From an optimization exercise on the open Yosys and OpenROAD flow, aimed at small area, a short achievable clock period and few clock cycles; shortcuts taken in it are not production practice.
At most, simulation tests tie the RTL to the original design; equivalence was not proved.

## exponent
module exponent (clock, reset_n, enable, x, a, p, ready);
    input logic clock, reset_n, enable;
    input logic [31:0] x, a;
    output logic [31:0] p;
    output logic ready;
    logic [31:0] b;       
    logic [28:0] e;       
    logic busy;
    logic [31:0] np, nb;
    assign p = ~np;
    assign b = ~nb;
    wire [31:0] s = b | (x & {32{~busy}});
    wire last = (e[28:1] == 28'd0);
    wire keep = reset_n & (busy ? ~last : (ready & enable));
    wire a_ge32 = |a[31:5];
    wire a_ge16 = |a[31:4];
    wire a_ge11 = a_ge16 | (a[3] & (a[2] | (a[1] & a[0])));
    wire a_ge8 = |a[31:3];
    wire a_ge7 = a_ge8 | (&a[2:0]);
    wire a_ge6 = a_ge8 | (&a[2:1]);
    wire a_ge5 = a_ge8 | (a[2] & (a[1] | a[0]));
    wire a_ge4 = |a[31:2];
    wire a_ge3 = a_ge4 | (&a[1:0]);
    wire a_ge2 = |a[31:1];
    wire a_ge1 = |a;
    wire zero = (~x[0] & a_ge32) | (~|x[1:0] & a_ge16) | (~|x[2:0] & a_ge11)
              | (~|x[3:0] & a_ge8) | (~|x[4:0] & a_ge7) | (~|x[5:0] & a_ge6)
  ...
Settings: LEC_CHECK=0, CAP_MARGIN=20, CORE_MARGIN=2, CORE_UTILIZATION=40, PLACE_DENSITY=0.6, SETUP_SLACK_MARGIN=3.5, SLEW_MARGIN=20, SYNTH_HIERARCHICAL=1; clock period 10.0 ns.
run.sh (not shown) runs the stock make flow with config.mk's settings and CLKGATE_MAP_FILE= SYNTH_SCRIPT=/design/flow/synth_recipe.tcl, a recipe that flattens the netlist after the stock synthesis.
Testbench counts at the start, summed over its fixed seeds: cycles 2,126.
Rerun with:
--- a/flow/design.v
+++ b/flow/design.v
@@ -1,21 +1,21 @@
 `timescale 1ps/1ps
 module exponent (clock, reset_n, enable, x, a, p, ready);
     input logic clock, reset_n, enable;
     input logic [31:0] x, a;
     output logic [31:0] p;
     output logic ready;
     logic [31:0] b;       
-    logic [28:0] e;       
+    logic [30:0] e;       
     logic busy;
     logic [31:0] np, nb;
     assign p = ~np;
     assign b = ~nb;
     wire [31:0] s = b | (x & {32{~busy}});
-    wire last = (e[28:1] == 28'd0);
+    wire last = (e[30:1] == 31'd0);
     wire keep = reset_n & (busy ? ~last : (ready & enable));
     wire a_ge32 = |a[31:5];
     wire a_ge16 = |a[31:4];
     wire a_ge11 = a_ge16 | (a[3] & (a[2] | (a[1] & a[0])));
     wire a_ge8 = |a[31:3];
     wire a_ge7 = a_ge8 | (&a[2:0]);
     wire a_ge6 = a_ge8 | (&a[2:1]);
@@ -3760,15 +3760,15 @@
     assign pr[27] = pm_p0_27 ^ pm_g5_26;
     assign pr[28] = pm_p0_28 ^ pm_g5_27;
     assign pr[29] = pm_p0_29 ^ pm_g5_28;
     assign pr[30] = pm_p0_30 ^ pm_g5_29;
     assign pr[31] = pm_p0_31 ^ pm_g5_30;
     always @(posedge clock) begin
         nb <= ~(sq & {32{keep}});
-        e <= busy ? (e >> 1) : a[29:1];
+        e <= busy ? (e >> 1) : a[31:1];
     end
     always @(posedge clock) begin
         if (!reset_n) begin
             busy <= 1'b0;
             ready <= 1'b0;
         end else if (busy) begin
             if (e[0]) np <= ~pr;
Sequential share of layout area went up by 0.27 points.
Flip-flop and latch count went up by 2.
First-iteration DRC count went down by 12%.
Register-to-register slack gains 260 ps.
Cell area went down by 1.8%.
Global-route usage went down by 0.57 points.
No functional check of the RTL was part of the second run of this note.


exponent, a different RTL version from the one above (not shown whole).
Size in the first run: ~2,100 cells after synthesis, roughly 98 flip-flops, ~19,000 µm² of cells after synthesis.
==> module exponent, before the edit <==
module exponent (clock, reset_n, enable, x, a, p, ready);
    input logic clock, reset_n, enable;
    input logic [31:0] x, a;
    output logic [31:0] p;
    output logic ready;
    logic [31:0] b;       
    logic [30:0] e;       
    logic busy, mulph;
    wire [31:0] mi = mulph ? p : b;
    logic [31:0] m_o_rows [0:15];
    logic [31:0] m_o_neg;
    logic [31:0] m_o;
    always_comb begin
        m_o_neg = 32'd0;
        for (int k = 0; k < 16; k++) begin
            logic [2:0] d;
            logic [31:0] m;
            d = {b[2*k+1], b[2*k], (k == 0) ? 1'b0 : b[2*k-1]};
            case (d)
                3'b001, 3'b010: m = mi;
                3'b011:         m = mi << 1;
                3'b100:         m = ~(mi << 1);
                3'b101, 3'b110: m = ~mi;
                default:        m = 32'd0;
            endcase
            m_o_rows[k] = m << (2*k);
            m_o_neg[2*k] = d[2] & ~(d[1] & d[0]);
        end
        m_o = m_o_neg;
        for (int k = 0; k < 16; k++) m_o = m_o + m_o_rows[k];
    end
    always @(posedge clock) begin
        if (!reset_n) begin
            busy <= 1'b0;
            ready <= 1'b0;
        end else if (busy) begin
            if (mulph) begin
                p <= m_o;
                e <= e >> 1;
                mulph <= 1'b0;
                if (e[30:1] == 31'd0) begin
                    busy <= 1'b0;
                    ready <= 1'b1;
                end
            end else if (e == 31'd0) begin
                busy <= 1'b0;
                ready <= 1'b1;
            end else begin
                b <= m_o;
                if (e[0]) mulph <= 1'b1;
                else e <= e >> 1;
            end
        end else if (!ready) begin
            ready <= 1'b1;
        end else if (enable) begin
            ready <= 1'b0;
            busy <= 1'b1;
            mulph <= 1'b0;
            p <= a[0] ? x : 32'd1;
            b <= x;
            e <= a[31:1];
        end
    end
endmodule
Settings: LEC_CHECK=0, CAP_MARGIN=20, CORE_MARGIN=2, CORE_UTILIZATION=40, PLACE_DENSITY=0.6, SLEW_MARGIN=20; clock period 10.0 ns.
Edit:
==> flow/design.v (replaced) <==
`timescale 1ps/1ps
module exponent (clock, reset_n, enable, x, a, p, ready);
    input logic clock, reset_n, enable;
    input logic [31:0] x, a;
    output logic [31:0] p;
    output logic ready;
    logic [31:0] b;       
    logic [30:0] e;       
    logic busy;
    wire [31:0] s = busy ? b : x;
    logic [31:0] sq_diag;
    logic [31:0] sq_rows [0:14];
    logic [31:0] sq;
    always_comb begin
        for (int i = 0; i < 16; i++) begin
            sq_diag[2*i] = s[i];
            sq_diag[2*i+1] = 1'b0;
        end
        for (int i = 0; i < 15; i++) sq_rows[i] = ((s >> (i+1)) & {32{s[i]}}) << (2*i+2);
        sq = sq_diag;
        for (int i = 0; i < 15; i++) sq = sq + sq_rows[i];
    end
    logic [31:0] pr_rows [0:15];
    logic [31:0] pr_neg;
    logic [31:0] pr;
    always_comb begin
        pr_neg = 32'd0;
        for (int k = 0; k < 16; k++) begin
            logic [2:0] d;
            logic [31:0] m;
            d = {b[2*k+1], b[2*k], (k == 0) ? 1'b0 : b[2*k-1]};
            case (d)
                3'b001, 3'b010: m = p;
                3'b011:         m = p << 1;
                3'b100:         m = ~(p << 1);
                3'b101, 3'b110: m = ~p;
                default:        m = 32'd0;
            endcase
            pr_rows[k] = m << (2*k);
            pr_neg[2*k] = d[2] & ~(d[1] & d[0]);
        end
        pr = pr_neg;
        for (int k = 0; k < 16; k++) pr = pr + pr_rows[k];
    end
    always @(posedge clock) begin
        if (!reset_n) begin
            busy <= 1'b0;
            ready <= 1'b0;
        end else if (busy) begin
            if (e[0]) p <= pr;
            b <= sq;
            e <= e >> 1;
            if (e[30:1] == 31'd0) begin
                busy <= 1'b0;
                ready <= 1'b1;
            end
        end else if (!ready) begin
            ready <= 1'b1;
        end else if (enable) begin
            ready <= 1'b0;
            busy <= 1'b1;
            p <= a[0] ? x : 32'd1;
            b <= sq;
            e <= a[31:1];
        end
    end
endmodule
What happened:
- The changed run finished clean
- setup slack gets worse by 1100 ps
- global-route usage fell by 0.26 points
- design area went up by 30%
- clock-buffer cell count fell by 1
- critical path depth went up by 1
- fmax goes down by 12%
Function was not checked in any run of this note: the RTL went through the layout flow alone.

[port drivers added, routing unchanged]
Ports are ideal in the flow. The routed layouts listed here were re-timed in OpenROAD.
Step 1, drivers: a clkbuf_16 drives clock and a buf_2 each remaining input, both assumed.
Step 2 moves the port delays by t, midway between the first and last clock arrival at a register: inputs arrive t later, outputs are due t later. That takes back most of the time a late clock gives input paths.
Three values: ideal, step 1, step 2; two values: the first two.
run	t (ns)	setup WS [ns]	worst hold slack (ns)	latest minus earliest clock arrival (ns)	slew at the worst register clock pin (ns)
the first run of note 1	0.405	3.505 / 3.483 / 3.078	0.489 / 0.489 / 0.489	0.008 / 0.008	0.08 / 0.08
the second run of note 1	0.409	3.563 / 3.572 / 3.162	0.482 / 0.482 / 0.482	0.011 / 0.011	0.08 / 0.08
the first run of note 2	0.410	2.045 / 2.045 / 2.045	0.497 / 0.497 / 0.497	0.016 / 0.016	0.08 / 0.08
the second run of note 2	0.412	0.937 / 0.961 / 0.549	0.582 / 0.582 / 0.582	0.014 / 0.014	0.08 / 0.08
After both steps every run listed still meets setup and hold. For the first run of note 1, which loses most, drivers alone change the setup slack by -0.022 ns; drivers and shift together by -0.427 ns.
